This design comes from an exercise in tuning for small area on the open sky130 flow, not from production work. At most, simulation tests tie the RTL to the original design; equivalence was not proved. Only the layout flow was run in run 1; the RTL was not checked for function there. The clock port is modelled as an ideal driver; clocking choices that lean on that would not hold on a real chip. Power and IR drop assume default switching activity.

File: flow/config.mk
export PLATFORM = sky130hd
export DESIGN_NAME = top
export DESIGN_NICKNAME = top
export VERILOG_FILES = /design/flow/design.v
export SDC_FILE = /design/flow/constraint.sdc
export NUM_CORES = 4
export LEC_CHECK = 0
export CAP_MARGIN = 20
export CORE_MARGIN = 2
export CORE_UTILIZATION = 60
export PLACE_DENSITY = 0.7
export SLEW_MARGIN = 20
File: flow/constraint.sdc
create_clock -name core_clock -period 10.0 [get_ports {clk}]
set_input_delay 2.0000 -clock core_clock [delete_from_list [all_inputs] [get_ports {clk}]]
set_output_delay 2.0000 -clock core_clock [all_outputs]
set_load 0.01 [all_outputs]
File: flow/design.v
module lfsr #(
  parameter integer W = 64
)(
  input  wire clk,
  input  wire rstn,
  input  wire enable,
  output reg  [W-1:0] state
);
  wire feedback = state[63] ^ state[62] ^ state[60] ^ state[59];
  always @(posedge clk or negedge rstn) begin
    if (!rstn)
      state <= {W{1'b1}};
    else if (enable)
      state <= {state[W-2:0], feedback};
  end
endmodule
module uart_tx (
  input  wire [4:0]  k,
  input  wire [3:0]  s,
  input  wire [63:0] chal,
  input  wire        voted,
  output wire        tx
);
  wire [3:0] n = chal[{~k[3:0], 2'b00} +: 4];
  wire       hi = n[3] & (n[2] | n[1]);
  wire [7:0] hex = hi ? {4'h4, 1'b0, n[2] & (n[1] | n[0]), ~(n[1] ^ n[0]), ~n[0]}
                      : {4'h3, n};
  reg  [7:0] ch;
  always @(*) begin
    if (k[4])
      ch = hex;
    else case (k[3:0])
      4'd14:   ch = 8'h43;               
      4'd1:    ch = 8'h52;               
      4'd3:    ch = {7'h18, voted};      
      4'd4:    ch = 8'h0A;               
      default: ch = 8'h2C;               
    endcase
  end
  assign tx = s[3] ? ch[s[2:0]] : ~(s[1] & s[0]);
endmodule
module top #(
  parameter integer N = 64
)(
  input  wire clk,
  input  wire btn_start,
  input  wire rstn,
  output wire uart_tx_o,
  output wire [7:0] leds,
  output wire puf_launch,
  output wire [N-1:0] puf_challenge,
  input  wire puf_response
);
  reg [2:0] btn_sync;
  always @(posedge clk or negedge rstn) begin
    if (!rstn) btn_sync <= 3'b000;
    else       btn_sync <= {btn_sync[1:0], btn_start};
  end
  reg  [4:0] k;           
  reg  [3:0] s;           
  reg  [9:0] c;           
  reg  [1:0] ones;        
  reg        voted;
  wire quiet = ~k[4] & k[2] & ~k[1] & k[0];    
  wire idle  = quiet & ~k[3];
  wire pre   = quiet &  k[3];
  wire start = idle & ~btn_sync[2] & btn_sync[1];
  wire step   = pre & (s == 4'd0);
  wire launch = pre &  s[0] & (s <= 4'd9);
  wire sample = pre & ~s[0] & (s != 4'd0) & (s <= 4'd10);
  wire vote   = pre & (s == 4'd11);
  wire go     = pre & (s == 4'd12);
  wire tick = &c;
  wire lng  = (s == 4'd15) | (s == 4'd0);       
  always @(posedge clk) begin
    if (go)
      c <= 10'h006;
    else if (tick)
      c <= lng ? 10'h006 : 10'h00c;
    else
      c <= {c[8:0], c[9] ^ c[6]};
    if (start)
      s <= 4'd0;
    else if (go)
      s <= 4'd6;
    else if (pre)
      s <= s + 4'd1;
    else if (tick)
      s <= (s == 4'd0) ? 4'd6 : s + 4'd1;
    if (start)
      ones <= 2'd0;
    else if (sample & puf_response & ~&ones)
      ones <= ones + 2'd1;
  end
  always @(posedge clk or negedge rstn) begin
    if (!rstn) begin
      k     <= 5'd5;
      voted <= 1'b0;
    end else begin
      if (start)
        k <= 5'd13;
      else if (go | (~quiet & tick & (s == 4'd0)))
        k <= k + 5'd1;
      if (vote) voted <= &ones;
    end
  end
  lfsr #(.W(N)) u_lfsr (
    .clk(clk), .rstn(rstn), .enable(step), .state(puf_challenge)
  );
  wire tx;
  uart_tx u_tx (.k(k), .s(s), .chal(puf_challenge), .voted(voted), .tx(tx));
  assign uart_tx_o  = quiet | tx;
  assign puf_launch = launch;
  assign leds       = {7'b0, voted};
endmodule
File: flow/flow/run.sh
#!/bin/bash
# Own layout flow: the standard synthesis, its combinational logic re-mapped
# for area (flow/resynth.py; registers untouched), then the standard ORFS
# layout with buf_1 port buffers, one tie cell for all constant outputs, and
# clock buffers shrunk after CTS while the clock pin slews stay low.
set -euo pipefail
W=$(pwd)
P=${FLOW_PLATFORM:-sky130hd}
R=$W/orfs/results/$P/top/base

bash standard.sh synth > $W/synth.log 2>&1
cp $R/1_2_yosys.v $W/1_2_yosys.std.v
mkdir -p $W/resynth
python3 $W/flow/resynth.py $W/1_2_yosys.std.v $W/1_2_yosys.rs.v $W/resynth > $W/resynth.log 2>&1
cp $W/resynth/resynth_summary.log $W/resynth_summary.log
cp $W/1_2_yosys.rs.v $R/1_2_yosys.v
rm -f $R/1_synth.odb $R/1_synth.sdc

bash standard.sh \
  "BUFFER_PORTS_ARGS=-buffer_cell sky130_fd_sc_hd__buf_1" \
  "CTS_ARGS=$(cat $W/flow/cts_args.txt)" \
  "POST_CTS_TCL=$W/flow/shrink_clk.tcl" \
  $(cat $W/flow/make_vars.txt) \
  finish > $W/layout.log 2>&1
File: flow/flow/abc_scripts.txt
strash; dch; amap
strash; dc2; dch; amap; strash; dch; amap
strash; &get -n; &deepsyn -T 30; &put; dch; amap
strash; &get -n; &deepsyn -T 30 -S 7; &put; dch; amap
File: flow/flow/cts_args.txt
-sink_clustering_enable -repair_clock_nets -dont_use_dummy_load -buf_list {sky130_fd_sc_hd__clkbuf_8}
File: flow/flow/make_vars.txt
SKIP_REPAIR_TIE_FANOUT=1
File: flow/flow/resynth.py
#!/usr/bin/env python3
"""Re-map the combinational logic of the standard synthesis for area.

Registers keep their instance names and cell types. Each ABC script in
abc_scripts.txt is tried twice: on all the logic, and with the 2:1 muxes that
feed flip-flop D pins kept out of ABC and mapped afterwards to a22o cells that
share one inverter per select net. The smallest netlist is kept.

usage: resynth.py STD_NETLIST OUT_NETLIST WORKDIR
"""
import os, re, subprocess, sys

std, out, work = sys.argv[1:4]
here = os.path.dirname(os.path.abspath(__file__))
plat = os.environ.get("FLOW_PLATFORM", "sky130hd")
top = os.environ.get("FLOW_TOP", "top")
flow_home = os.environ["FLOW_HOME"]
lib = f"{flow_home}/platforms/{plat}/lib/sky130_fd_sc_hd__tt_025C_1v80.lib"
cfg = open(f"{flow_home}/platforms/{plat}/config.mk").read()
dont_use = sorted(set(re.findall(r"sky130_fd_sc_hd__(?:lpflow|probe)\w*", cfg)))
du_args = " ".join(f"-dont_use {c}" for c in dont_use)
SEQ = r"sky130_fd_sc_hd__(df|edf|sdf|sedf|dl)"


def keep_muxes(src):
    """Rename mux2 cells whose output drives a flip-flop D pin to KEEPMUX."""
    insts = list(re.finditer(r"^\s*(sky130_fd_sc_hd__\w+)\s+(\S+)\s*\((.*?)\);", src, re.M | re.S))
    dnets = set()
    for m in insts:
        if re.match(SEQ, m.group(1)):
            d = re.search(r"\.D\(([^)]*)\)", m.group(3))
            if d:
                dnets.add(d.group(1).strip())
    parts, last, n = [], 0, 0
    for m in insts:
        if re.match(r"sky130_fd_sc_hd__mux2_\d", m.group(1)):
            x = re.search(r"\.X\(([^)]*)\)", m.group(3))
            if x and x.group(1).strip() in dnets:
                parts += [src[last:m.start(1)], "KEEPMUX"]
                last = m.end(1)
                n += 1
    parts.append(src[last:])
    return "".join(parts), n


def map_kept(src):
    """KEEPMUX -> a22o_1, with one clkinv_1 per select net."""
    invs = {}

    def pin(body, p):
        return re.search(r"\." + p + r"\(([^)]*)\)", body).group(1).strip()

    def rep(m):
        ind, name, body = m.group(1), m.group(2), m.group(3)
        a0, a1, s, x = (pin(body, p) for p in ("A0", "A1", "S", "X"))
        sn = invs.setdefault(s, f"keepmux_sn_{len(invs)}")
        return (f"{ind}sky130_fd_sc_hd__a22o_1 {name} (\n    .A1({s}),\n    .A2({a1}),\n"
                f"    .B1({sn}),\n    .B2({a0}),\n    .X({x})\n  );")

    src = re.sub(r"^(\s*)KEEPMUX\s+(\S+)\s*\((.*?)\);", rep, src, flags=re.M | re.S)
    decl = "".join(f"  wire {sn};\n  sky130_fd_sc_hd__clkinv_1 {sn}_inv (\n    .A({s}),\n    .Y({sn})\n  );\n"
                   for s, sn in invs.items())
    i = src.rfind("endmodule")
    return src[:i] + decl + src[i:]


def yosys(script, log):
    with open(log, "w") as f:
        return subprocess.run(["yosys", "-q", "-l", log + ".yosys", "-p", script],
                              stdout=f, stderr=subprocess.STDOUT, timeout=900).returncode == 0


def area(netlist, log):
    st = netlist + ".stat"
    ok = yosys(f"read_liberty -lib {lib}; read_verilog {netlist}; hierarchy -top {top}; "
               f"tee -q -o {st} stat -liberty {lib}", log)
    if not ok:
        return None
    m = re.search(r"Chip area for module .*?: ([\d.]+)", open(st).read())
    return float(m.group(1)) if m else None


def run(idx, scr, keep):
    tag = f"rs_{idx}_{'k' if keep else 'p'}"
    inp = std
    if keep:
        text, n = keep_muxes(open(std).read())
        if n == 0:
            return None, None
        inp = f"{work}/{tag}_in.v"
        open(inp, "w").write(text)
        open(f"{work}/keepmux_bb.v", "w").write(
            "(* blackbox *)\nmodule KEEPMUX(input A0, input A1, input S, output X);\nendmodule\n")
    mid = f"{work}/{tag}_mid.v"
    scr_q = scr.replace('"', '\\"')
    script = f"""
read_liberty -ignore_miss_func -overwrite -setattr liberty_cell {lib}
blackbox sky130_fd_sc_hd__df* sky130_fd_sc_hd__edf* sky130_fd_sc_hd__sdf* sky130_fd_sc_hd__sedf* sky130_fd_sc_hd__dl*
{'read_verilog -lib ' + work + '/keepmux_bb.v' if keep else ''}
read_verilog {inp}
hierarchy -top {top}
flatten
rename -hide w:*.*
opt -purge
abc -liberty {lib} {du_args} -script "+{scr_q}"
opt_clean -purge
hilomap -singleton -hicell sky130_fd_sc_hd__conb_1 HI -locell sky130_fd_sc_hd__conb_1 LO
splitnets
opt_clean -purge
write_verilog -noattr -nohex -nodec {mid}
"""
    if not yosys(script, f"{work}/{tag}.log"):
        return None, None
    res = f"{work}/{tag}.v"
    text = open(mid).read()
    open(res, "w").write(map_kept(text) if keep else text)
    return area(res, f"{work}/{tag}_area.log"), res


scripts = [l.strip() for l in open(f"{here}/abc_scripts.txt") if l.strip() and not l.startswith("#")]
best = (area(std, f"{work}/rs_std_area.log"), std)
with open(f"{work}/resynth_summary.log", "w") as log:
    log.write(f"standard synthesis: {best[0]}\n")
    for i, scr in enumerate(scripts, 1):
        for keep in (False, True):
            try:
                a, res = run(i, scr, keep)
            except subprocess.TimeoutExpired:
                a, res = None, None
            log.write(f"script {i} keep={keep}: {scr} -> {a}\n")
            log.flush()
            if a is not None and (best[0] is None or a < best[0]):
                best = (a, res)
    log.write(f"best: {best[1]} ({best[0]})\n")
open(out, "w").write(open(best[1]).read())
File: flow/flow/shrink_clk.tcl
# Shrink clock buffers while every flip-flop clock pin keeps a slew under
# the target (placement-estimated parasitics).
proc clk_max_slew {} {
  set mx 0
  foreach pin [get_pins -hierarchical */CLK] {
    foreach p {slew_max_rise slew_max_fall} {
      set s [get_property $pin $p]
      if {$s > $mx} {set mx $s}
    }
  }
  return $mx
}
set target [expr {[info exists ::env(CLK_SLEW_TARGET)] ? $::env(CLK_SLEW_TARGET) : 0.110}]
set sizes {sky130_fd_sc_hd__clkbuf_1 sky130_fd_sc_hd__clkbuf_2 sky130_fd_sc_hd__clkbuf_4 sky130_fd_sc_hd__clkbuf_8 sky130_fd_sc_hd__clkbuf_16}
set changed 1
while {$changed} {
  set changed 0
  foreach inst [[ord::get_db_block] getInsts] {
    set m [[$inst getMaster] getName]
    set i [lsearch $sizes $m]
    if {$i <= 0} continue
    set smaller [lindex $sizes [expr $i - 1]]
    set name [$inst getName]
    replace_cell $name $smaller
    estimate_parasitics -placement
    if {[clk_max_slew] > $target} {
      replace_cell $name $m
      estimate_parasitics -placement
    } else {
      puts "shrink_clk: $name $m -> $smaller"
      set changed 1
    }
  }
}
puts "shrink_clk: max clock pin slew [clk_max_slew]"
File: flow/standard.sh
#!/bin/bash
# synth_recipe.tcl (not shown) runs the flow's synth.tcl, then flattens the netlist and writes it again
# the make line also repeats each setting of config.mk as NAME=value (left out here)
make -C /OpenROAD-flow-scripts/flow DESIGN_CONFIG=/design/flow/config.mk WORK_HOME=/design/flow/orfs CLKGATE_MAP_FILE= SYNTH_SCRIPT=/design/flow/synth_recipe.tcl "${@:-finish}"
==> flow_summary.yaml, run 1 <==
run_status:
  status: "complete, no violations"
worst_setup_path:
  worstSetupStartpoint: "k[0]"
  r2r_end: "k[3]"
  worstPathRequired_ns: 8.00
  ff2ff_setup_slack_ns: 6.16
  cp-start-kind: "flop"
  cp_max_fo: 12
  rr_worst_depth: 13
  cp-end-kind: "output pin"
  path_class: "flop to output pin"
  worstPathArrival_ns: 4.02
  rr_startpoint: "k[0]"
timing:
  rsz0062_at_grt: "false"
  slew_headroom_pct: 43.6
  fin_skew_ns: 0.0369
  max_freq_mhz: 166
  finalSetupTns_ns: 0
  worst_pin_slew_ns: 0.846
  slew_violations: 0
  finalSetupViolCount: 0
  fin_crit_sh_pct: 60.2
  hold_violations: 0
  period_minus_slack_ns: 6.02
die:
  initial_utilization_pct: 61.5
  die_w_um: 84.2
  die_h_um: 84.2
  num_io_pins: 78
  core_um2: 6280
  rows: 29
  dieArea_um2: 7090
placement:
  gp_congestion: 0.893
  hpwl_um: 6620
  port_buffers: 70
min_path:
  hold_class: "flop to flop"
  hp-start: "btn_sync[0]"
  holdPathStages: 0
  min_to: "btn_sync[1]"
global_route:
  antenna_found_initial: 0
  grt_pass1_wl_um: 15800
  grt_pass1_vias: 3118
  grt_max_degree: 74
  grt_overflow: 0
  grtUsageTotal_pct: 28.3
cells_and_area:
  final_core_util_pct: 69.1
  diodes: 0
  drive_gt1_share_pct: 17.5
  area_delta_synth_final_pct: 12.4
  nNetsFinal: 457
yosys:
  avgSynthCellArea_um2: 10.5
  netlist_area_um2: 3860
  syn_nets: 373
  ys_warn_count: 3
  synth_cells: 369
clocking:
  cts_tree: "done"
  insertion_delay_ns: 0.54
  path_clk_slew_ns: 0.10
  clkSinkCount: 89
drt:
  drc: 0
  ant_nets: 0
  drt_iter0_drc: 240
  drt-vias-per-instance: 6.33
  postRouteWirelength_um: 9450
  drt_pre_antenna_iters: 5
  post_drt_wl_per_cell_um: 17.9
  num_vias: 3344
power:
  total_power_mw: 0.534
  power.density_nw_per_um2: 123
  p_leak_nw: 1.61
  irDropWorstVdd_v: 0.0000917
job:
  cap_violations: 0
[critical path, stage by stage, from the launching register on]
cell and delay, ns:
dfstp_2 0.57, clkinv_1 0.11, nor2_1 0.40, clkinv_1 0.46, o21ai_0 0.27, nor4_1 0.08
nor4_1 0.41, nor2b_1 0.23, nor2_1 0.09, or3_1 0.33, a31oi_1 0.21, nor3_1 0.08
nand2b_1 0.11, buf_1 0.15
[cell type report]
| type | instances | area (um^2) |
|---|---|---|
| flip-flops and latches | 89 | 2230 |
| fillers | 519 | 1940 |
| multi-input cells | 252 | 1520 |
| repair buffers | 73 | 287 |
| inverters | 28 | 105 |
| clock buffers | 9 | 96.3 |
| well taps | 77 | 96.3 |
[flip-flops by register name (all words and copies together) (netlist names)]
| register | cells |
|---|---|
| voted | 1 |
| k | 5 |
| btn_sync | 3 |
| u_lfsr.state | 64 |
| c | 10 |
| ones | 2 |
| s | 4 |
[through the flow]
step                      hold slack [ns]  cell area [um^2]  instances  worst slack [ns]
after detailed placement            0.340              4240        519              4.63
after global routing                0.367              4340        528              3.73
after global placement              0.337              4240        519              4.89
final                               0.361              4340        528              3.98
after floorplan                     0.331              3860        369              5.34
[worst max path at each step]
stage	to	cells after the start
after floorplan	uart_tx_o	12
after global placement	uart_tx_o	13
after detailed placement	uart_tx_o	13
after global routing	uart_tx_o	13
final	uart_tx_o	13
[routing by layer]
metal / track usage, % / share of wire (%) / wire [um] / vias up
met4: 12.5 / 2.8 / 260 / 0
met1: 41.3 / 45 / 4270 / 1624
met2: 42.4 / 45 / 4300 / 158
li1: - / - / - / 1530
met3: 4.62 / 6.5 / 616 / 32
met5: 0 / 0 / 0 / -
[power by group]
part	internal (mW)	switching [mW]
sequential	0.361	0.000236
combinational	0.000602	0.00639
clock	0.0601	0.106
total	0.422	0.113
[cell usage in the layout, fill, tap and decap left out, drive strengths merged, types with 3 or more instances in the layout]
cell type	instances
a211oi	3
a21oi	4
a221oi	4
a22o	68
a31oi	3
buf	73
clkbuf	9
clkinv	28
dfrtp	7
dfstp	66
dfxtp	16
nand2	12
nand3	8
nand4	3
nor2	72
nor2b	7
nor3	12
nor4	8
o21a	6
o21ai	21
o21bai	3
o22ai	4
==> inputs of run 2 (changes only) <==
--- a/flow/design.v
+++ b/flow/design.v
@@ -26,16 +26,14 @@
   wire [7:0] hex = hi ? {4'h4, 1'b0, n[2] & (n[1] | n[0]), ~(n[1] ^ n[0]), ~n[0]}
                       : {4'h3, n};
-  reg  [7:0] ch;
-  always @(*) begin
-    if (k[4])
-      ch = hex;
-    else case (k[3:0])
-      4'd14:   ch = 8'h43;               
-      4'd1:    ch = 8'h52;               
-      4'd3:    ch = {7'h18, voted};      
-      4'd4:    ch = 8'h0A;               
-      default: ch = 8'h2C;               
-    endcase
-  end
+  wire [7:0] other;
+  assign other[7] = 1'b0;
+  assign other[6] = k[3] ? ~k[0] : (k[0] & ~k[1]);
+  assign other[5] = k[3] ?  k[0] : (~k[2] & (k[1] | ~k[0]));
+  assign other[4] = k[0] & ~k[3];
+  assign other[3] = ~(k[3] ^ k[0]);
+  assign other[2] = k[3] ?  k[0] : (~k[0] & ~k[2]);
+  assign other[1] = ~other[5];
+  assign other[0] = k[3] ? ~k[0] : (k[0] & k[1] & voted);
+  wire [7:0] ch = k[4] ? hex : other;
   assign tx = s[3] ? ch[s[2:0]] : ~(s[1] & s[0]);
 endmodule
@@ -60,5 +58,4 @@
   reg  [3:0] s;           
   reg  [9:0] c;           
-  reg  [1:0] ones;        
   reg        voted;
   wire quiet = ~k[4] & k[2] & ~k[1] & k[0];    
@@ -67,17 +64,26 @@
   wire start = idle & ~btn_sync[2] & btn_sync[1];
   wire step   = pre & (s == 4'd0);
-  wire launch = pre &  s[0] & (s <= 4'd9);
-  wire sample = pre & ~s[0] & (s != 4'd0) & (s <= 4'd10);
-  wire vote   = pre & (s == 4'd11);
-  wire go     = pre & (s == 4'd12);
+  wire launch = pre &  s[0] & ~(s[3] & s[1]);
+  wire sample = pre & ~s[0] & (s != 4'd0) & ~(s[3] & s[2]);
+  wire vote   = pre & s[3] & s[1] & s[0];
+  wire go     = pre & s[3] & s[2];
   wire tick = &c;
   wire lng  = (s == 4'd15) | (s == 4'd0);       
+  wire [1:0] ones = c[1:0];
   always @(posedge clk) begin
     if (go)
       c <= 10'h006;
-    else if (tick)
+    else if (tick & ~pre)
       c <= lng ? 10'h006 : 10'h00c;
-    else
-      c <= {c[8:0], c[9] ^ c[6]};
+    else begin
+      c[9:2] <= c[8:1];
+      if (start)
+        c[1:0] <= 2'd0;
+      else if (pre) begin
+        if (sample & puf_response & ~&ones)
+          c[1:0] <= ones + 2'd1;
+      end else
+        c[1:0] <= {c[0], c[9] ^ c[6]};
+    end
     if (start)
       s <= 4'd0;
@@ -88,8 +94,4 @@
     else if (tick)
       s <= (s == 4'd0) ? 4'd6 : s + 4'd1;
-    if (start)
-      ones <= 2'd0;
-    else if (sample & puf_response & ~&ones)
-      ones <= ones + 2'd1;
   end
   always @(posedge clk or negedge rstn) begin
--- a/flow/flow/resynth.py
+++ b/flow/flow/resynth.py
@@ -81,6 +81,6 @@
 
 
-def run(idx, scr, keep):
-    tag = f"rs_{idx}_{'k' if keep else 'p'}"
+def run(idx, scr, keep, keep4):
+    tag = f"rs_{idx}_{'k' if keep else 'p'}{'4' if keep4 else ''}"
     inp = std
     if keep:
@@ -97,4 +97,5 @@
 read_liberty -ignore_miss_func -overwrite -setattr liberty_cell {lib}
 blackbox sky130_fd_sc_hd__df* sky130_fd_sc_hd__edf* sky130_fd_sc_hd__sdf* sky130_fd_sc_hd__sedf* sky130_fd_sc_hd__dl*
+{'blackbox sky130_fd_sc_hd__mux4*' if keep4 else ''}
 {'read_verilog -lib ' + work + '/keepmux_bb.v' if keep else ''}
 read_verilog {inp}
@@ -123,10 +124,10 @@
     log.write(f"standard synthesis: {best[0]}\n")
     for i, scr in enumerate(scripts, 1):
-        for keep in (False, True):
+        for keep, keep4 in ((False, False), (True, False)):
             try:
-                a, res = run(i, scr, keep)
+                a, res = run(i, scr, keep, keep4)
             except subprocess.TimeoutExpired:
                 a, res = None, None
-            log.write(f"script {i} keep={keep}: {scr} -> {a}\n")
+            log.write(f"script {i} keep={keep} keep4={keep4}: {scr} -> {a}\n")
             log.flush()
             if a is not None and (best[0] is None or a < best[0]):
==> run 2 against run 1 <==
Area after synthesis shrank 2.0%. Global-route usage shrank 0.064 points. Core utilization grew 1.8 points. Critical path type unchanged. Worst setup slack gained 0.10 ns.
==> flow_summary.yaml, run 2 <==
cells_and_area:
  final_core_util_pct: 70.9
  largest-register: "u_lfsr.state"
  diodes: 0
  final_cell_mix: "buf_1, dfstp_2, a22o_1, nor2_1, clkinv_1"
  final_common_cell: "buf_1"
  instances_no_fill: 510
  area_delta_synth_final_pct: 12.4
  reg_top3: "u_lfsr.state x64, c x10, k x5"
  finalInstanceArea_um2: 4250
  drive_gt1_share_pct: 18.2
  largest_register_ffs: 64
  nNetsFinal: 441
drt:
  post_drt_wl_per_cell_um: 19.0
  num_vias: 3240
  drc: 0
  postRouteWirelength_um: 9680
  drt-vias-per-instance: 6.35
  drt_pre_antenna_iters: 8
  drt_iter0_drc: 306
  ant_nets: 0
timing:
  rsz0062_at_grt: "false"
  fin_crit_sh_pct: 59.2
  finalSetupViolCount: 0
  period_minus_slack_ns: 5.92
  finalSetupTns_ns: 0
  slew_headroom_pct: 42.9
  worst_pin_slew_ns: 0.856
  fin_skew_ns: 0.0366
  hold_violations: 0
  max_freq_mhz: 169
  slew_violations: 0
  worst_slack_ns: 4.08
global_route:
  grt_overflow: 0
  grt_max_degree: 74
  grtUsageTotal_pct: 28.3
  grt_pass1_wl_um: 15500
  grt_pass1_vias: 3003
  antenna_found_initial: 0
power:
  p_leak_nw: 1.62
  irDropWorstVdd_v: 0.0000872
  p_int_mw: 0.409
  p_comb_share_pct: 1.4
  power.density_nw_per_um2: 122
  pwr-share-seq_pct: 68.3
  p_sw_mw: 0.108
  clkPwrFrac_pct: 30.4
  swShare_pct: 20.8
die:
  num_io_pins: 78
  die_h_um: 83.4
  rows: 28
  die_w_um: 83.4
  initial_utilization_pct: 63.1
  core_um2: 5990
  dieArea_um2: 6950
placement:
  dpl.cell_count: 501
  hpwl_um: 6850
  gp_congestion: 0.953
  preCtsSetupSlack_ns: 4.61
  port_buffers: 70
  placed_cell_area_um2: 4160
yosys:
  synth_cells: 353
  netlist_area_um2: 3780
  ys_warn_count: 2
  avgSynthCellArea_um2: 10.7
  syn_nets: 357
run_status:
  status: "complete, no violations"
clocking:
  path_clk_slew_ns: 0.09
  insertion_delay_ns: 0.50
  clkSinkCount: 87
  cts_tree: "done"
worst_setup_path:
  cp_slowest_cell: "dfstp_2"
  worstPathArrival_ns: 3.92
  max_stage_delay_ns: 0.62
  cp-start-kind: "flop"
  cp_max_fo: 8
  worstPathRequired_ns: 8.00
  cp-end-kind: "output pin"
  ff2ff_setup_slack_ns: 6.75
  path_class: "flop to output pin"
  path_cells: "clkinv_1, nor2_1, a222oi_1, o311a_1, nor4_1, nor2_1, nor2_1, nand2_1, clkinv_1, nor2b_1, o311ai_0, o311ai_0, nand3_1, nand2_1, buf_1"
  cpMostUsedCell: "nor2_1"
job:
  cap_violations: 0
min_path:
  hold_class: "flop to flop"
[run 2: cell count changes in the layout (fill, tap and decap cells not counted), sizes merged, moves of 4 or more]
| cell | change |
|---|---|
| a21oi | +5 |
| a221oi | -4 |
| clkinv | +6 |
| nand2 | +4 |
| nor2 | -15 |
| o21a | -4 |
| o21ai | -9 |
| o311ai | +4 |
[run 2: cell type report]
class	count	area [um^2]
inverter	34	128
sequential	87	2190
fill	475	1740
timing repair buffer	73	287
clock buffer	9	90.1
multi-input combinational	232	1460
tap	75	93.8
[run 2: metrics by stage]
step | power, mW | hold slack, ns
floorplan | 0.360 | 0.331
global placement | 0.366 | 0.335
detailed placement | 0.366 | 0.364
global route | 0.537 | 0.419
finish | 0.517 | 0.402
[run 2: path summary, 6_finish.rpt]
check / to / start / depth (start not counted)
setup / recovery: uart_tx_o / k[2] / 15
hold / removal: btn_sync[2] / btn_sync[1] / 0
setup reg to reg: u_lfsr.state[25] / k[0] / 11
hold reg to reg: btn_sync[2] / btn_sync[1] / 0
max in group asynchronous: btn_sync[2] / rstn / 2
min in group asynchronous: btn_sync[0] / rstn / 2
[run 2: critical path: cells and delay by family, from the launching register on]
kind | cells | cell delay [ns]
AO/OA/AOI/OAI | 4 | 0.93
flip-flops | 1 | 0.62
buffers and inverters | 3 | 0.41
AND/OR/NAND/NOR | 8 | 1.49
[run 2: per-layer routing]
layer,track usage (%),part of all wire [%]
met4,9.99,1.3
met3,5.67,8.3
met5,0,0
met2,41.3,45
met1,42.1,46
[run 2: power by group through the flow]
stage / Clock, mW / Combinational [mW] / Sequential, mW
5_1_grt: 0.176 / 0.00824 / 0.353
2_1_floorplan: 0 / 0.00114 / 0.359
6_report: 0.157 / 0.00699 / 0.353
3_5_place_dp: 0 / 0.00729 / 0.359
3_3_place_gp: 0 / 0.00724 / 0.359
==> inputs of run 3 (changes only) <==
==> flow/design.v (replaced) <==
module lfsr #(
  parameter integer W = 64
)(
  input  wire clk,
  input  wire rstn,
  input  wire enable,
  output reg  [W-1:0] state
);
  wire feedback = state[63] ^ state[62] ^ state[60] ^ state[59];
  always @(posedge clk or negedge rstn) begin
    if (!rstn)
      state <= {W{1'b1}};
    else if (enable)
      state <= {state[W-2:0], feedback};
  end
endmodule
module uart_tx (
  input  wire [4:0]  k,
  input  wire [3:0]  s,
  input  wire [63:0] chal,
  input  wire        voted,
  output wire        tx
);
  wire [3:0] n = chal[{~k[3:0], 2'b00} +: 4];
  wire       hi = n[3] & (n[2] | n[1]);
  wire [7:0] hex = hi ? {4'h4, 1'b0, n[2] & (n[1] | n[0]), ~(n[1] ^ n[0]), ~n[0]}
                      : {4'h3, n};
  reg  [7:0] ch;
  always @(*) begin
    if (k[4])
      ch = hex;
    else case (k[3:0])
      4'd14:   ch = 8'h43;               
      4'd1:    ch = 8'h52;               
      4'd3:    ch = {7'h18, voted};      
      4'd4:    ch = 8'h0A;               
      default: ch = 8'h2C;               
    endcase
  end
  assign tx = s[3] ? ch[s[2:0]] : ~s[0];
endmodule
module top #(
  parameter integer N = 64
)(
  input  wire clk,
  input  wire btn_start,
  input  wire rstn,
  output wire uart_tx_o,
  output wire [7:0] leds,
  output wire puf_launch,
  output wire [N-1:0] puf_challenge,
  input  wire puf_response
);
  reg [2:0] btn_sync;
  always @(posedge clk or negedge rstn) begin
    if (!rstn) btn_sync <= 3'b000;
    else       btn_sync <= {btn_sync[1:0], btn_start};
  end
  reg  [4:0] k;           
  reg  [3:0] s;           
  reg  [9:0] c;           
  reg  [1:0] ones;        
  reg        voted;
  wire idle  = (k == 5'd5);
  wire start = idle & ~btn_sync[2] & btn_sync[1];
  wire pre    = ~idle & (&c[9:4]);
  wire step   = pre & (c[3:0] == 4'd3);
  wire launch = pre & ~c[0] & (c[3:2] != 2'b00) & (c[3:2] != 2'b11 | c[1:0] == 2'b00);
  wire sample = pre &  c[0] & (c[3:2] != 2'b00) & (c[3:2] != 2'b11 | c[1:0] == 2'b01);
  wire vote   = pre & (c[3:0] == 4'd14);
  wire lng  = ~s[3] & ~s[0];
  wire tick = (c[9:3] == 7'b1101100) & (lng ? (c[2:0] == 3'b100) : (c[2:0] == 3'b011));
  always @(posedge clk) begin
    if (start) begin
      c    <= 10'd1011;
      s    <= 4'd6;
      ones <= 2'd0;
    end else begin
      c <= tick ? 10'd0 : c + 10'd1;
      if (tick) s <= (s == 4'd0) ? 4'd6 : s + 4'd1;
      if (sample & puf_response & ~&ones) ones <= ones + 2'd1;
    end
  end
  always @(posedge clk or negedge rstn) begin
    if (!rstn) begin
      k     <= 5'd5;
      voted <= 1'b0;
    end else begin
      if (start)
        k <= 5'd14;
      else if (~idle & tick & (s == 4'd0))
        k <= k + 5'd1;
      if (vote) voted <= &ones;
    end
  end
  lfsr #(.W(N)) u_lfsr (
    .clk(clk), .rstn(rstn), .enable(step), .state(puf_challenge)
  );
  wire tx;
  uart_tx u_tx (.k(k), .s(s), .chal(puf_challenge), .voted(voted), .tx(tx));
  assign uart_tx_o  = idle | tx;
  assign puf_launch = launch;
  assign leds       = {7'b0, voted};
endmodule
==> run 3 against run 2 <==
Still clean on timing, DRC and antenna. Clock power rose by 6%. Core utilization fell by 2.0 points. Die area rose by 1.7%. Total power rose by 3.2%. Clock-buffer cell count did not move. Critical path type unchanged. Critical endpoint unchanged. Highest routed layer unchanged.
==> flow_summary.yaml, run 3 <==
worst_setup_path:
  worstPathRequired_ns: 8.00
  cp_slowest_cell: "dfstp_2"
  worstPathArrival_ns: 4.25
  path_class: "flop to output pin"
  crit_buf_inv: 3
  cp-start-kind: "flop"
  path_cells: "clkinv_1, nor2_1, clkinv_1, o21ai_0, nor3_1, nor4_1, nand2_1, and3_1, o311a_1, a21oi_1, nor2_1, or3_1, buf_1"
  cp-end-kind: "output pin"
  cp_max_fo: 10
  max_stage_delay_ns: 0.62
  crit_family: "simple AND/OR/NAND/NOR gates"
placement:
  dpl.cell_count: 510
  port_buffers: 70
  gp_congestion: 0.948
  preCtsSetupSlack_ns: 4.36
  hpwl_um: 7040
  placed_cell_area_um2: 4230
drt:
  drt-vias-per-instance: 6.29
  post_drt_wl_per_cell_um: 19.1
  ant_nets: 0
  drt_pre_antenna_iters: 7
  drc: 0
  num_vias: 3262
  drt_iter0_drc: 296
  postRouteWirelength_um: 9890
die:
  num_io_pins: 78
  die_h_um: 84.1
  die_w_um: 84.1
  rows: 29
  core_um2: 6280
  dieArea_um2: 7070
  initial_utilization_pct: 61.3
clocking:
  clkSinkCount: 89
  cts_tree: "done"
  path_clk_slew_ns: 0.09
  insertion_delay_ns: 0.51
cells_and_area:
  largest_register_ffs: 64
  instances_no_fill: 519
  finalInstanceArea_um2: 4330
  diodes: 0
  largest-register: "u_lfsr.state"
  drive_gt1_share_pct: 18.1
  area_delta_synth_final_pct: 12.6
  reg_top3: "u_lfsr.state x64, c x10, k x5"
  nNetsFinal: 448
  num-fill-cells: 521
  final_cell_mix: "buf_1, dfstp_2, o22a_1, nor2_1, clkinv_1"
  final_core_util_pct: 69.0
  final_common_cell: "buf_1"
global_route:
  grtUsageTotal_pct: 29.4
  antenna_found_initial: 0
  grt_max_degree: 74
  grt_pass1_wl_um: 16200
  grt_pass1_vias: 3045
  grt_overflow: 0
timing:
  slew_violations: 0
  worst_hold_slack_ns: 0.358
  worst_pin_slew_ns: 0.870
  fin_skew_ns: 0.0358
  max_freq_mhz: 160
  fin_crit_sh_pct: 62.5
  worst_slack_ns: 3.75
  hold_violations: 0
  finalSetupTns_ns: 0
  rsz0062_at_grt: "false"
  period_minus_slack_ns: 6.25
  slew_headroom_pct: 42.0
  finalSetupViolCount: 0
min_path:
  hold_class: "flop to flop"
run_status:
  status: "complete, no violations"
power:
  power.density_nw_per_um2: 123
  p_leak_nw: 1.57
  irDropWorstVdd_v: 0.000102
  total_power_mw: 0.534
yosys:
  netlist_area_um2: 3850
  synth_cells: 360
  ys_warn_count: 3
  avgSynthCellArea_um2: 10.7
  syn_nets: 364
job:
  cap_violations: 0
[run 3: per-layer routing]
metal  share of wire [%]  GRT usage, %  up-vias
li1                    -             -     1536
met1                  46          44.3     1604
met2                  46          43.4      110
met3                 6.0          6.23       12
met4                 1.3          7.77        0
met5                   0             0        -
[run 3: layout make-up]
class | instances | area (um^2) | share of cell area (%)
clock buffer | 9 | 96.3 | 2.22
inverter | 32 | 120 | 2.77
multi-input combinational | 239 | 1500 | 34.7
sequential | 89 | 2230 | 51.5
tap | 77 | 96.3 | 2.22
timing repair buffer | 73 | 287 | 6.62
[run 3: worst paths after layout]
kind                              from          endpoint  slack (ns)  depth (start not counted)
min reg2reg                btn_sync[0]       btn_sync[1]        0.36                          0
min                        btn_sync[0]       btn_sync[1]        0.36                          0
min in group asynchronous         rstn             voted        1.67                          2
max                               k[0]         uart_tx_o        3.75                         13
max reg2reg                       k[0]  u_lfsr.state[62]        6.03                         12
max in group asynchronous         rstn              k[3]        7.72                          2
[run 3: where the power goes]
group,internal (mW),switching [mW]
combinational,0.000611,0.00649
sequential,0.361,0.000229
clock,0.0602,0.105
total,0.422,0.112
==> inputs of run 4 (changes only) <==
==> flow/design.v (replaced) <==
module lfsr #(
  parameter integer W = 64
)(
  input  wire clk,
  input  wire rstn,
  input  wire enable,
  output reg  [W-1:0] state
);
  wire feedback = state[63] ^ state[62] ^ state[60] ^ state[59];
  always @(posedge clk or negedge rstn) begin
    if (!rstn)
      state <= {W{1'b1}};
    else if (enable)
      state <= {state[W-2:0], feedback};
  end
endmodule
module uart_tx (
  input  wire [4:0]  k,
  input  wire [3:0]  s,
  input  wire [63:0] chal,
  input  wire        voted,
  output wire        tx
);
  wire [3:0] n = chal[{~k[3:0], 2'b00} +: 4];
  wire       hi = n[3] & (n[2] | n[1]);
  wire [7:0] hex = hi ? {4'h4, 1'b0, n[2] & (n[1] | n[0]), ~(n[1] ^ n[0]), ~n[0]}
                      : {4'h3, n};
  wire [7:0] other;
  assign other[7] = 1'b0;
  assign other[6] = k[3] ? ~k[0] : (k[0] & ~k[1]);
  assign other[5] = k[3] ?  k[0] : (~k[2] & (k[1] | ~k[0]));
  assign other[4] = k[0] & ~k[3];
  assign other[3] = ~(k[3] ^ k[0]);
  assign other[2] = k[3] ?  k[0] : (~k[0] & ~k[2]);
  assign other[1] = ~other[5];
  assign other[0] = k[3] ? ~k[0] : (k[0] & k[1] & voted);
  wire [7:0] ch = k[4] ? hex : other;
  assign tx = s[3] ? ch[s[2:0]] : ~(s[1] & s[0]);
endmodule
module top #(
  parameter integer N = 64
)(
  input  wire clk,
  input  wire btn_start,
  input  wire rstn,
  output wire uart_tx_o,
  output wire [7:0] leds,
  output wire puf_launch,
  output wire [N-1:0] puf_challenge,
  input  wire puf_response
);
  reg [2:0] btn_sync;
  always @(posedge clk or negedge rstn) begin
    if (!rstn) btn_sync <= 3'b000;
    else       btn_sync <= {btn_sync[1:0], btn_start};
  end
  reg  [4:0] k;           
  reg  [3:0] s;           
  reg  [9:0] c;           
  reg        voted;
  wire quiet = ~k[4] & k[2] & ~k[1] & k[0];    
  wire idle  = quiet & ~k[3];
  wire pre   = quiet &  k[3];
  wire start = idle & ~btn_sync[2] & btn_sync[1];
  wire step   = pre & (s == 4'd0);
  wire launch = pre &  s[0] & ~(s[3] & s[1]);
  wire sample = pre & ~s[0] & (s != 4'd0) & ~(s[3] & s[2]);
  wire vote   = pre & s[3] & s[1] & s[0];
  wire go     = pre & s[3] & s[2];
  wire tick = &c;
  wire lng  = (s == 4'd15) | (s == 4'd0);       
  wire [1:0] ones = c[1:0];
  always @(posedge clk) begin
    if (go)
      c <= 10'h006;
    else if (tick & ~pre)
      c <= lng ? 10'h006 : 10'h00c;
    else begin
      c[9:2] <= c[8:1];
      if (start)
        c[1:0] <= 2'd0;
      else if (pre) begin
        if (sample & puf_response & ~&ones)
          c[1:0] <= ones + 2'd1;
      end else
        c[1:0] <= {c[0], c[9] ^ c[6]};
    end
    if (start)
      s <= 4'd0;
    else if (go)
      s <= 4'd6;
    else if (pre)
      s <= s + 4'd1;
    else if (tick)
      s <= (s == 4'd0) ? 4'd6 : s + 4'd1;
  end
  always @(posedge clk or negedge rstn) begin
    if (!rstn) begin
      k     <= 5'd5;
      voted <= 1'b0;
    end else begin
      if (start)
        k <= 5'd13;
      else if (go | (~quiet & tick & (s == 4'd0)))
        k <= k + 5'd1;
      if (vote) voted <= &ones;
    end
  end
  lfsr #(.W(N)) u_lfsr (
    .clk(clk), .rstn(rstn), .enable(step), .state(puf_challenge)
  );
  wire tx;
  uart_tx u_tx (.k(k), .s(s), .chal(puf_challenge), .voted(voted), .tx(tx));
  assign uart_tx_o  = quiet | tx;
  assign puf_launch = launch;
  assign leds       = {7'b0, voted};
endmodule
==> flow/flow/abc_scripts.txt (replaced) <==
strash; dch; amap
strash; dc2; dch; amap; strash; dch; amap
strash; &get -n; &deepsyn -T 30 -S 1; &put; dch; amap
strash; &get -n; &deepsyn -T 30 -S 2; &put; dch; amap
strash; &get -n; &deepsyn -T 30 -S 3; &put; dch; amap
strash; &get -n; &deepsyn -T 30 -S 4; &put; dch; amap
strash; &get -n; &deepsyn -T 30 -S 5; &put; dch; amap
strash; &get -n; &deepsyn -T 30 -S 6; &put; dch; amap
--- a/flow/flow/resynth.py
+++ b/flow/flow/resynth.py
@@ -81,15 +81,13 @@
 
 
-def run(idx, scr, keep, keep4):
+def run(idx, scr, keep, keep4, src=None):
     tag = f"rs_{idx}_{'k' if keep else 'p'}{'4' if keep4 else ''}"
-    inp = std
-    if keep:
+    inp = src or std
+    if keep and src is None:
         text, n = keep_muxes(open(std).read())
         if n == 0:
-            return None, None
+            return None, None, None
         inp = f"{work}/{tag}_in.v"
         open(inp, "w").write(text)
-        open(f"{work}/keepmux_bb.v", "w").write(
-            "(* blackbox *)\nmodule KEEPMUX(input A0, input A1, input S, output X);\nendmodule\n")
     mid = f"{work}/{tag}_mid.v"
     scr_q = scr.replace('"', '\\"')
@@ -112,25 +110,46 @@
 """
     if not yosys(script, f"{work}/{tag}.log"):
-        return None, None
+        return None, None, None
     res = f"{work}/{tag}.v"
     text = open(mid).read()
     open(res, "w").write(map_kept(text) if keep else text)
-    return area(res, f"{work}/{tag}_area.log"), res
+    return area(res, f"{work}/{tag}_area.log"), res, mid
 
 
 scripts = [l.strip() for l in open(f"{here}/abc_scripts.txt") if l.strip() and not l.startswith("#")]
-best = (area(std, f"{work}/rs_std_area.log"), std)
-with open(f"{work}/resynth_summary.log", "w") as log:
-    log.write(f"standard synthesis: {best[0]}\n")
-    for i, scr in enumerate(scripts, 1):
-        for keep, keep4 in ((False, False), (True, False)):
-            try:
-                a, res = run(i, scr, keep, keep4)
-            except subprocess.TimeoutExpired:
-                a, res = None, None
-            log.write(f"script {i} keep={keep} keep4={keep4}: {scr} -> {a}\n")
-            log.flush()
-            if a is not None and (best[0] is None or a < best[0]):
-                best = (a, res)
-    log.write(f"best: {best[1]} ({best[0]})\n")
+open(f"{work}/keepmux_bb.v", "w").write(
+    "(* blackbox *)\nmodule KEEPMUX(input A0, input A1, input S, output X);\nendmodule\n")
+
+
+def job(j):
+    i, scr, keep, src = j
+    try:
+        return run(i, scr, keep, False, src)
+    except subprocess.TimeoutExpired:
+        return None, None, None
+
+
+from concurrent.futures import ThreadPoolExecutor
+best = (area(std, f"{work}/rs_std_area.log"), std, None, None)
+log = open(f"{work}/resynth_summary.log", "w")
+log.write(f"standard synthesis: {best[0]}\n")
+rounds = int(os.environ.get("RESYNTH_ROUNDS", "3"))
+for rnd in range(rounds):
+    if rnd == 0:
+        jobs = [(i, scr, keep, None) for i, scr in enumerate(scripts, 1) for keep in (False, True)]
+    else:
+        # start again from the best netlist so far (its kept muxes stay kept)
+        if best[2] is None:
+            break
+        jobs = [(100 * rnd + i, scr, best[3], best[2]) for i, scr in enumerate(scripts, 1)]
+    with ThreadPoolExecutor(int(os.environ.get("NUM_CORES", "4"))) as ex:
+        results = list(ex.map(job, jobs))
+    for (i, scr, keep, src), (a, res, mid) in zip(jobs, results):
+        log.write(f"round {rnd} script {i} keep={keep}: {scr} -> {a}\n")
+        if a is not None and (best[0] is None or a < best[0]):
+            best = (a, res, mid, keep)
+    log.write(f"round {rnd} best: {best[1]} ({best[0]})\n")
+    log.flush()
+log.write(f"best: {best[1]} ({best[0]})\n")
+log.close()
 open(out, "w").write(open(best[1]).read())
==> run 4 against run 3 <==
Clock power shrank 8%. Area after synthesis shrank 3.3%. Register-to-register slack gained 0.12 ns. Wire length shrank 5.9%. Final area shrank 3.1%. Global-route usage shrank 0.67 points. Clock-buffer cell count is the same. Maximum frequency shrank 5.3%. Synthesized cell count shrank 4.2%. Clock skew shrank 0.0014 ns. Highest routed layer unchanged.
==> flow_summary.yaml, run 4 <==
drt:
  drt_iter0_drc: 296
  post_drt_wl_per_cell_um: 18.5
  num_vias: 3257
  drt-vias-per-instance: 6.48
  drt_pre_antenna_iters: 7
  ant_nets: 0
  postRouteWirelength_um: 9310
  drc: 0
worst_setup_path:
  worstPathArrival_ns: 4.61
  max_stage_delay_ns: 0.65
  cp-end-kind: "output pin"
  cp_slowest_cell: "nor2_1"
  path_class: "flop to output pin"
  path_cells: "clkinv_1, nor2_1, clkinv_1, o211ai_1, nor4_1, nor4_1, clkinv_1, o21ai_0, nor2_1, a21oi_1, nand4_1, nand3_1, nor3_1, or2_0, o211ai_1, buf_1"
  cp-start-kind: "flop"
  worstPathRequired_ns: 8.00
  cp_max_fo: 11
  cpMostUsedCell: "clkinv_1"
die:
  core_um2: 5960
  die_h_um: 82.8
  initial_utilization_pct: 62.5
  num_io_pins: 78
  die_w_um: 82.8
  rows: 28
  dieArea_um2: 6850
placement:
  port_buffers: 70
  gp_congestion: 0.872
  hpwl_um: 6500
  dpl.cell_count: 494
global_route:
  antenna_found_initial: 0
  grt_max_degree: 74
  grt_pass1_vias: 2793
  grt_overflow: 0
  grtUsageTotal_pct: 28.7
  grt_pass1_wl_um: 14400
cells_and_area:
  seqCellArea_um2: 2190
  instances_no_fill: 503
  diodes: 0
  final_common_cell: "buf_1"
  drive_gt1_share_pct: 18.9
  largest-register: "u_lfsr.state"
  nNetsFinal: 434
  reg_top3: "u_lfsr.state x64, c x10, k x5"
  multi_input_area_um2: 1430
  largest_register_ffs: 64
  area_delta_synth_final_pct: 12.7
  final_cell_mix: "buf_1, dfstp_2, a22o_1, nor2_1, clkinv_1"
  num-fill-cells: 482
timing:
  slew_headroom_pct: 40.0
  rsz0062_at_grt: "false"
  max_freq_mhz: 151
  slew_violations: 0
  finalSetupViolCount: 0
  finalSetupTns_ns: 0
  period_minus_slack_ns: 6.61
  fin_crit_sh_pct: 66.1
  fin_skew_ns: 0.0344
  hold_violations: 0
  worst_pin_slew_ns: 0.897
power:
  irDropWorstVdd_v: 0.0000762
  total_power_mw: 0.512
  p_leak_nw: 1.57
  power.density_nw_per_um2: 122
yosys:
  avgSynthCellArea_um2: 10.8
  syn_nets: 349
  netlist_area_um2: 3720
  ys_warn_count: 2
  synth_cells: 345
clocking:
  clkSinkCount: 87
  cts_tree: "done"
  insertion_delay_ns: 0.54
  path_clk_slew_ns: 0.08
job:
  cap_violations: 0
min_path:
  hold_class: "flop to flop"
run_status:
  status: "complete, no violations"
run 4: cell count changes in the layout (fill, tap and decap cells not counted), sizes merged, moves of 4 or more:
cell,delta
a22o,+64
o22a,-57
nor2,+13
nand2,-8
a21oi,-7
nor3,+6
o21ai,-5
or3,-5
clkinv,-4
or2,-4
run 4: through the flow:
stage | hold slack, ns | cell area (um^2) | setup slack, ns | utilization [%]
global placement | 0.333 | 4110 | 4.41 | 69.0
global route | 0.378 | 4200 | 2.88 | 70.4
floorplan | 0.331 | 3720 | 4.93 | -
finish | 0.364 | 4200 | 3.39 | 70.4
detailed placement | 0.351 | 4110 | 4.09 | 69.0
run 4: where the power goes:
part | total [mW] | switching (mW) | internal, mW
logic | 0.00688 | 0.00632 | 0.000563
clock network | 0.152 | 0.101 | 0.0517
registers | 0.353 | 0.000210 | 0.353
total | 0.512 | 0.107 | 0.405
run 4: final timing paths:
kind	startpoint	to	slack, ns	depth (start not counted)
min in group asynchronous	rstn	k[1]	1.67	2
worst max register to register	k[0]	k[4]	6.15	13
worst min register to register	btn_sync[0]	btn_sync[1]	0.36	0
max in group asynchronous	rstn	voted	7.78	2
worst min-delay path	btn_sync[0]	btn_sync[1]	0.36	0
worst max-delay path	k[0]	uart_tx_o	3.39	16
run 4: routing by layer:
layer	track usage (%)	routed length, um
met1	43.7	4190
met2	40.6	4200
met3	5.87	767
met4	10.3	139
met5	0	0
run 4: area by class of cell:
class | instances | area share [%]
sequential | 87 | 52.2
multi-input combinational | 230 | 34.1
timing repair buffer | 74 | 7.01
inverter | 28 | 2.51
tap | 75 | 2.24
clock buffer | 9 | 2.00
run 4: critical path: cells and delay by family (launching register included):
kind,cells,cell delay (ns)
AOI/OAI and AO/OA,4,0.86
and+or+nand+nor,8,1.85
buffers and inverters,4,0.82
DFF,1,0.56
==> inputs of run 5 (changes only) <==
--- a/flow/flow/shrink_clk.tcl
+++ b/flow/flow/shrink_clk.tcl
@@ -11,5 +11,5 @@
   return $mx
 }
-set target [expr {[info exists ::env(CLK_SLEW_TARGET)] ? $::env(CLK_SLEW_TARGET) : 0.110}]
+set target [expr {[info exists ::env(CLK_SLEW_TARGET)] ? $::env(CLK_SLEW_TARGET) : 0.118}]
 set sizes {sky130_fd_sc_hd__clkbuf_1 sky130_fd_sc_hd__clkbuf_2 sky130_fd_sc_hd__clkbuf_4 sky130_fd_sc_hd__clkbuf_8 sky130_fd_sc_hd__clkbuf_16}
 set changed 1
--- a/flow/config.mk
+++ b/flow/config.mk
@@ -8,5 +8,5 @@
 export CAP_MARGIN = 20
 export CORE_MARGIN = 2
-export CORE_UTILIZATION = 60
-export PLACE_DENSITY = 0.7
+export CORE_UTILIZATION = 72
+export PLACE_DENSITY = 0.82
 export SLEW_MARGIN = 20
==> run 5 against run 4 <==
Final cell count shrank 2.4%. Area after synthesis is 0.37% higher. Die area decreased by 16%. Core utilization rose by 13 points. First-iteration DRC count rose by 23%. Critical path depth is 1 higher. Wire length up 3.5%. Largest cell class unchanged. Sequential power about the same. Final area is 0.12% lower. Total power fell by 0.92%. Clock power fell by 3%.
==> flow_summary.yaml, run 5 <==
run_status:
  status: "complete, no violations"
placement:
  hpwl_um: 6640
  gp_congestion: 0.940
  port_buffers: 70
  preCtsSetupSlack_ns: 4.30
  placed_cell_area_um2: 4110
die:
  rows: 26
  initial_utilization_pct: 74.1
  die_w_um: 76.0
  dieArea_um2: 5780
  die_h_um: 76.0
  core_um2: 5040
  num_io_pins: 78
worst_setup_path:
  worstPathRequired_ns: 8.00
  path_class: "flop to output pin"
  max_stage_delay_ns: 0.58
  worstPathArrival_ns: 4.57
  path_cells: "clkinv_1, nor2_1, clkinv_1, nor2b_1, a2111oi_0, a2111o_1, a21oi_1, clkinv_1, nor2_1, nand2_1, nand2_1, nor4_1, nor3_1, nand2_1, o21a_1, a211o_1, buf_1"
  cp_max_fo: 9
  cp-start-kind: "flop"
  crit_family: "simple AND/OR/NAND/NOR gates"
  crit_buf_inv: 4
  cp-end-kind: "output pin"
  cp_slowest_cell: "dfstp_2"
job:
  cap_violations: 0
drt:
  drt_iter0_drc: 363
  drt-vias-per-instance: 6.66
  num_vias: 3271
  ant_nets: 0
  postRouteWirelength_um: 9630
  drc: 0
  post_drt_wl_per_cell_um: 19.6
  drt_pre_antenna_iters: 8
global_route:
  grt_pass1_wl_um: 15700
  grt_max_degree: 74
  grt_pass1_vias: 3047
  grtUsageTotal_pct: 34.6
  antenna_found_initial: 0
  grt_overflow: 0
cells_and_area:
  nNetsFinal: 427
  drive_gt1_share_pct: 18.8
  reg_top3: "u_lfsr.state x64, c x10, k x5"
  diodes: 0
  largest_register_ffs: 64
  final_common_cell: "buf_1"
  finalInstanceArea_um2: 4190
  area_delta_synth_final_pct: 12.2
  largest-register: "u_lfsr.state"
  final_cell_mix: "buf_1, dfstp_2, a22o_1, nor2_1, clkinv_1"
yosys:
  ys_warn_count: 2
  avgSynthCellArea_um2: 11.0
  netlist_area_um2: 3730
  synth_cells: 339
  syn_nets: 343
clocking:
  path_clk_slew_ns: 0.12
  insertion_delay_ns: 0.72
  clkSinkCount: 87
  cts_tree: "done"
power:
  irDropWorstVdd_v: 0.000106
  power.density_nw_per_um2: 121
  p_leak_nw: 1.57
timing:
  finalSetupTns_ns: 0
  worst_slack_ns: 3.43
  worst_hold_slack_ns: 0.358
  slew_violations: 0
  max_freq_mhz: 152
  slew_headroom_pct: 44.7
  rsz0062_at_grt: "false"
  hold_violations: 0
  fin_skew_ns: 0.0365
  period_minus_slack_ns: 6.57
  worst_pin_slew_ns: 0.830
  fin_crit_sh_pct: 65.7
  finalSetupViolCount: 0
min_path:
  hold_class: "flop to flop"
## run 5: changes by cell type in the layout (fill, tap and decap cells not counted), moves of 4 or more
cell      delta
a222oi_1     -5
nor2b_1      +4
o22ai_1      +5
o21ai_0      -7
a221o_1      +4
nand2_1      +9
a21oi_1      -4
nor2_1      -17
## run 5: final timing paths
path / start / cells past startpoint / slack, ns / endpoint
worst max register to register: k[0] / 14 / 5.43 / k[4]
worst min register to register: btn_sync[0] / 0 / 0.36 / btn_sync[1]
worst min-delay path: btn_sync[0] / 0 / 0.36 / btn_sync[1]
worst max-delay path: k[0] / 17 / 3.43 / uart_tx_o
max in group asynchronous: rstn / 2 / 7.97 / k[4]
min in group asynchronous: rstn / 2 / 1.49 / k[1]
## run 5: report_power, final
part	switching [mW]	internal [mW]	leakage (nW)	total, mW
sequential	0.000212	0.353	0.888	0.353
combinational	0.00636	0.000566	0.643	0.00692
clock	0.101	0.0466	0.0432	0.148
## run 5: metrics by stage
| stage | util, % | instances | total power, mW |
|---|---|---|---|
| after floorplan | - | 339 | 0.360 |
| after global placement | 81.6 | 482 | 0.366 |
| after detailed placement | 81.6 | 482 | 0.366 |
| after global routing | 83.1 | 491 | 0.523 |
| final | 83.1 | 491 | 0.508 |
## run 5: area by class of cell
class                   count  area [um^2]
multi-input cells         224         1450
flip-flops and latches     87         2190
well taps                  70         87.6
fillers                   297          852
repair buffers             73          287
inverters                  28          105
clock buffers               9         76.3
## run 5: routing by layer
layer | part of all wire, % | up-vias | global-route usage [%]
met5 | 0 | - | 0
met1 | 42 | 1599 | 50.1
li1 | - | 1456 | -
met2 | 48 | 200 | 54.9
met4 | 1.7 | 0 | 11.6
met3 | 8.9 | 16 | 4.74
==> inputs of run 6 (changes only) <==
--- a/flow/flow/shrink_clk.tcl
+++ b/flow/flow/shrink_clk.tcl
@@ -11,5 +11,5 @@
   return $mx
 }
-set target [expr {[info exists ::env(CLK_SLEW_TARGET)] ? $::env(CLK_SLEW_TARGET) : 0.118}]
+set target [expr {[info exists ::env(CLK_SLEW_TARGET)] ? $::env(CLK_SLEW_TARGET) : 0.114}]
 set sizes {sky130_fd_sc_hd__clkbuf_1 sky130_fd_sc_hd__clkbuf_2 sky130_fd_sc_hd__clkbuf_4 sky130_fd_sc_hd__clkbuf_8 sky130_fd_sc_hd__clkbuf_16}
 set changed 1
--- a/flow/config.mk
+++ b/flow/config.mk
@@ -8,5 +8,5 @@
 export CAP_MARGIN = 20
 export CORE_MARGIN = 2
-export CORE_UTILIZATION = 72
-export PLACE_DENSITY = 0.82
+export CORE_UTILIZATION = 80
+export PLACE_DENSITY = 0.9
 export SLEW_MARGIN = 20
==> run 6 against run 5 <==
The run now fails in 3_3_place_gp. Synthesized cell count is 1.8% higher. Area after synthesis shrank 0.37%.
==> flow_summary.yaml, run 6 <==
run_status:
  status: "stopped before the end"
  haltStage: "3_3_place_gp"
  stop_error: "[ERROR GPL-0301] Utilization 100.824 % exceeds 100%."
yosys:
  netlist_area_um2: 3720
  syn_nets: 349
  synth_cells: 345
  ys_warn_count: 2
  avgSynthCellArea_um2: 10.8
die:
  die_w_um: 72.2
  num_io_pins: 78
  die_h_um: 72.2
  rows: 24
  initial_utilization_pct: 84.3
placement:
  port_buffers: 70
==> inputs of run 7 (changes only) <==
--- a/flow/design.v
+++ b/flow/design.v
@@ -74,5 +74,5 @@
     if (go)
       c <= 10'h006;
-    else if (tick & ~pre)
+    else if (tick & ~quiet)
       c <= lng ? 10'h006 : 10'h00c;
     else begin
--- a/flow/config.mk
+++ b/flow/config.mk
@@ -8,5 +8,5 @@
 export CAP_MARGIN = 20
 export CORE_MARGIN = 2
-export CORE_UTILIZATION = 80
-export PLACE_DENSITY = 0.9
+export CORE_UTILIZATION = 76
+export PLACE_DENSITY = 0.86
 export SLEW_MARGIN = 20
==> run 7 against run 6 <==
The run now finishes clean. Area after synthesis is 0.94% higher. Synthesized cell count down 1.7%.
==> flow_summary.yaml, run 7 <==
worst_setup_path:
  cp_slowest_cell: "dfrtp_1"
  worstPathRequired_ns: 8.00
  cp-start-kind: "flop"
  max_stage_delay_ns: 0.56
  path_cells: "clkinv_1, nor2_1, a221o_1, a221oi_1, a21oi_1, clkinv_1, a221oi_1, o21ai_0, nor2_1, clkinv_1, o2111ai_1, o211ai_1, a21oi_1, a311oi_1, or3b_1, buf_1"
  cp-end-kind: "output pin"
  cp_max_fo: 11
  path_class: "flop to output pin"
  crit_cells: 16
  cpMostUsedCell: "clkinv_1"
  rr_worst_depth: 13
  worstPathArrival_ns: 4.31
  crit_family: "compound AO/OA/AOI/OAI gates"
  crit_buf_inv: 4
  r2r_end: "k[4]"
  ff2ff_setup_slack_ns: 5.88
  rr_startpoint: "k[0]"
die:
  core_um2: 4750
  die_w_um: 74.3
  rows: 25
  die_h_um: 74.3
  initial_utilization_pct: 79.0
  dieArea_um2: 5520
  num_io_pins: 78
global_route:
  grt_max_degree: 74
  grt_pass1_wl_um: 16000
  grtUsageTotal_pct: 39.7
  antenna_found_initial: 0
  grt_overflow: 0
  grt_pass1_vias: 3117
cells_and_area:
  final_core_util_pct: 88.5
  largest_register_ffs: 64
  drive_gt1_share_pct: 18.8
  largest-register: "u_lfsr.state"
  final_common_cell: "buf_1"
  diodes: 0
  area_delta_synth_final_pct: 12.0
  final_cell_mix: "buf_1, dfstp_2, a22o_1, nor2_1, clkinv_1"
  nNetsFinal: 427
  reg_top3: "u_lfsr.state x64, c x10, k x5"
min_path:
  min_to: "btn_sync[1]"
  hold_class: "flop to flop"
  holdPathStages: 0
  hp-start: "btn_sync[0]"
timing:
  slew_violations: 0
  fin_skew_ns: 0.0314
  period_minus_slack_ns: 6.31
  max_freq_mhz: 158
  finalSetupTns_ns: 0
  slew_headroom_pct: 44.2
  finalSetupViolCount: 0
  worst_pin_slew_ns: 0.837
  hold_violations: 0
  fin_crit_sh_pct: 63.1
  rsz0062_at_grt: "false"
clocking:
  cts_tree: "done"
  insertion_delay_ns: 0.45
  path_clk_slew_ns: 0.11
  clkSinkCount: 87
drt:
  post_drt_wl_per_cell_um: 21.2
  drc: 0
  drt_pre_antenna_iters: 6
  drt-vias-per-instance: 7.01
  drt_iter0_drc: 541
  postRouteWirelength_um: 10400
  ant_nets: 0
  num_vias: 3423
power:
  irDropWorstVdd_v: 0.000101
  total_power_mw: 0.514
  power.density_nw_per_um2: 122
  p_leak_nw: 1.57
placement:
  port_buffers: 70
  hpwl_um: 7190
  gp_congestion: 0.944
yosys:
  avgSynthCellArea_um2: 11.1
  syn_nets: 343
  synth_cells: 339
  netlist_area_um2: 3760
  ys_warn_count: 2
run_status:
  status: "complete, no violations"
job:
  cap_violations: 0
-- run 7: per-stage QoR --
step | hold slack, ns | setup WS, ns | std cells | instance area [um^2]
2_1_floorplan | 0.331 | 4.86 | 339 | 3760
3_3_place_gp | 0.332 | 4.46 | 479 | 4130
3_5_place_dp | 0.357 | 4.29 | 479 | 4130
5_1_grt | 0.383 | 3.39 | 488 | 4210
6_report | 0.378 | 3.69 | 488 | 4210
-- run 7: worst reg2reg max path: cells and delay by family, from the launching register on --
kind / cells / cell delay, ns
simple gates: 9 / 2.21
compound gates: 2 / 0.73
flops: 1 / 0.63
buf+inv: 2 / 0.48
-- run 7: per-layer routing --
layer	vias to the layer above	global-route usage (%)	part of all wire, %
li1	1471	-	-
met1	1609	52.6	38
met2	293	62.1	47
met3	50	9.49	12
met4	0	19.2	3.9
met5	-	0	0
-- run 7: worst max path at each step --
stage                     start  slack [ns]   endpoint
after floorplan            k[0]        4.86  uart_tx_o
after global placement     k[0]        4.46  uart_tx_o
after detailed placement   k[0]        4.29  uart_tx_o
after global routing       k[0]        3.39  uart_tx_o
final                      k[3]        3.69  uart_tx_o
-- run 7: layout make-up --
| type | instances | area (um^2) |
|---|---|---|
| clock buffer | 9 | 80.1 |
| tap | 67 | 83.8 |
| inverter | 29 | 109 |
| multi-input combinational | 223 | 1460 |
| sequential | 87 | 2190 |
| fill | 242 | 548 |
| timing repair buffer | 73 | 287 |
-- run 7: report_power, final --
group | leakage, nW | switching, mW | total (mW) | internal [mW]
logic | 0.636 | 0.00629 | 0.00690 | 0.000613
registers | 0.889 | 0.000245 | 0.353 | 0.353
clock network | 0.0466 | 0.104 | 0.154 | 0.0503
total | 1.57 | 0.110 | 0.514 | 0.404
==> inputs of run 8 (changes only) <==
--- a/flow/config.mk
+++ b/flow/config.mk
@@ -8,5 +8,5 @@
 export CAP_MARGIN = 20
 export CORE_MARGIN = 2
-export CORE_UTILIZATION = 76
-export PLACE_DENSITY = 0.86
+export CORE_UTILIZATION = 72
+export PLACE_DENSITY = 0.82
 export SLEW_MARGIN = 20
==> run 8 against run 7 <==
Sequential cell count stayed put. Still clean. Worst setup slack better by 0.011 ns. Area after synthesis stayed put. Critical path depth is 2 lower.
==> flow_summary.yaml, run 8 <==
global_route:
  antenna_found_initial: 0
  grt_overflow: 0
  grtUsageTotal_pct: 35.4
  grt_max_degree: 74
  grt_pass1_wl_um: 15900
  grt_pass1_vias: 3044
timing:
  finalSetupTns_ns: 0
  slew_violations: 0
  fin_skew_ns: 0.0329
  max_freq_mhz: 159
  hold_violations: 0
  finalSetupViolCount: 0
  worst_pin_slew_ns: 0.842
  period_minus_slack_ns: 6.30
  fin_crit_sh_pct: 63.0
  rsz0062_at_grt: "false"
  slew_headroom_pct: 43.5
  worst_hold_slack_ns: 0.379
worst_setup_path:
  cp-start-kind: "flop"
  worstPathArrival_ns: 4.30
  rr_startpoint: "k[0]"
  worstPathRequired_ns: 8.00
  cp_slowest_cell: "dfstp_2"
  worstSetupStartpoint: "k[0]"
  cp_max_fo: 9
  path_cells: "clkinv_1, nor2_1, clkinv_1, o21ai_0, nor3_1, or4_1, o21ai_0, nor2_1, a21oi_1, a31oi_1, a21oi_1, a311oi_1, or3b_1, buf_1"
  max_stage_delay_ns: 0.61
  path_class: "flop to output pin"
  ff2ff_setup_slack_ns: 5.93
  cp-end-kind: "output pin"
power:
  power.density_nw_per_um2: 122
  clkPwrFrac_pct: 30.1
  swShare_pct: 20.8
  p_leak_nw: 1.57
  p_sw_mw: 0.107
  irDropWorstVdd_v: 0.000129
  total_power_mw: 0.515
  pwr-share-seq_pct: 68.5
  p_comb_share_pct: 1.4
  p_int_mw: 0.408
cells_and_area:
  num-fill-cells: 329
  instances_no_fill: 491
  nNetsFinal: 427
  largest_register_ffs: 64
  diodes: 0
  drive_gt1_share_pct: 18.8
  reg_top3: "u_lfsr.state x64, c x10, k x5"
  area_delta_synth_final_pct: 12.3
  largest-register: "u_lfsr.state"
  final_cell_mix: "buf_1, dfstp_2, a22o_1, nor2_1, clkinv_1"
  final_common_cell: "buf_1"
placement:
  gp_congestion: 1.00
  hpwl_um: 6810
  port_buffers: 70
  dpl.cell_count: 482
die:
  die_h_um: 76.2
  dieArea_um2: 5810
  rows: 26
  num_io_pins: 78
  die_w_um: 76.2
  core_um2: 5070
  initial_utilization_pct: 74.0
yosys:
  avgSynthCellArea_um2: 11.1
  ys_warn_count: 2
  synth_cells: 339
  netlist_area_um2: 3760
  syn_nets: 343
min_path:
  hold_class: "flop to flop"
  hp-start: "btn_sync[1]"
drt:
  num_vias: 3291
  postRouteWirelength_um: 9760
  drt-vias-per-instance: 6.70
  drt_pre_antenna_iters: 6
  ant_nets: 0
  post_drt_wl_per_cell_um: 19.9
  drc: 0
  drt_iter0_drc: 388
clocking:
  path_clk_slew_ns: 0.10
  insertion_delay_ns: 0.43
  clkSinkCount: 87
  cts_tree: "done"
run_status:
  status: "complete, no violations"
job:
  cap_violations: 0
-- run 8: power by group through the flow --
stage / Sequential (mW) / Combinational (mW) / Clock, mW
2_1_floorplan: 0.359 / 0.00119 / 0
3_3_place_gp: 0.359 / 0.00715 / 0
3_5_place_dp: 0.359 / 0.00730 / 0
5_1_grt: 0.353 / 0.00815 / 0.175
6_report: 0.353 / 0.00702 / 0.155
-- run 8: worst paths after layout --
check / cells past startpoint / end
worst max register to register: 12 / k[3]
worst max-delay path: 14 / uart_tx_o
max in group asynchronous: 2 / btn_sync[1]
worst min register to register: 0 / btn_sync[2]
min in group asynchronous: 2 / k[1]
worst min-delay path: 0 / btn_sync[2]
-- run 8: per-stage QoR --
stage                     area (um^2)  worst slack, ns  utilization [%]
final                            4220             3.70             83.1
after global routing             4220             3.32             83.1
after detailed placement         4130             4.30             81.4
after global placement           4130             4.46             81.4
after floorplan                  3760             4.86                -
-- run 8: area by class of cell --
class	count	area (um^2)	area share [%]
well taps	70	87.6	2.08
inverters	29	109	2.58
repair buffers	73	287	6.80
clock buffers	9	86.3	2.05
flip-flops and latches	87	2190	51.9
multi-input cells	223	1460	34.6
-- run 8: layer usage --
| layer | GRT usage (%) | vias up | part of all wire, % |
|---|---|---|---|
| li1 | - | 1473 | - |
| met5 | 0 | - | 0 |
| met3 | 11.0 | 27 | 11 |
| met2 | 51.5 | 223 | 45 |
| met1 | 51.6 | 1568 | 41 |
| met4 | 10.9 | 0 | 2.3 |
-- run 8: critical path: cells and delay by family (launching register included) --
family | cells | cell delay [ns]
flip-flops | 1 | 0.61
AO/OA/AOI/OAI | 6 | 0.92
buffers and inverters | 3 | 0.67
AND/OR/NAND/NOR | 5 | 1.67

separate check: timing with driven ports:
The flow's constraints put no driver on any port. The routed layouts listed below were extracted and timed again, unchanged, in two steps.
Step 1, drivers: a clkbuf_16 drives clk and a buf_2 each remaining input, both assumed.
Step 2 times the ports against the registers' clock, not the clock port: input delays grow and output delays shrink by t, the midpoint of the rising clock arrivals with the driver on.
Three values: ideal, step 1, step 2; two values: the first two.
run | t (ns) | slack for setup (ns) | latest minus earliest clock arrival (ns)
run 1 | 0.552 | 3.976 / 3.949 / 4.501 | 0.037 / 0.037
run 2 | 0.509 | 4.078 / 4.049 / 4.558 | 0.037 / 0.036
run 3 | 0.523 | 3.745 / 3.717 / 4.240 | 0.037 / 0.036
run 4 | 0.545 | 3.392 / 3.366 / 3.912 | 0.036 / 0.035
run 5 | 0.732 | 3.426 / 3.395 / 4.127 | 0.036 / 0.036
run 7 | 0.459 | 3.689 / 3.660 / 4.118 | 0.032 / 0.033
run 8 | 0.441 | 3.700 / 3.673 / 4.113 | 0.034 / 0.033
After both steps every run listed still meets setup and hold.
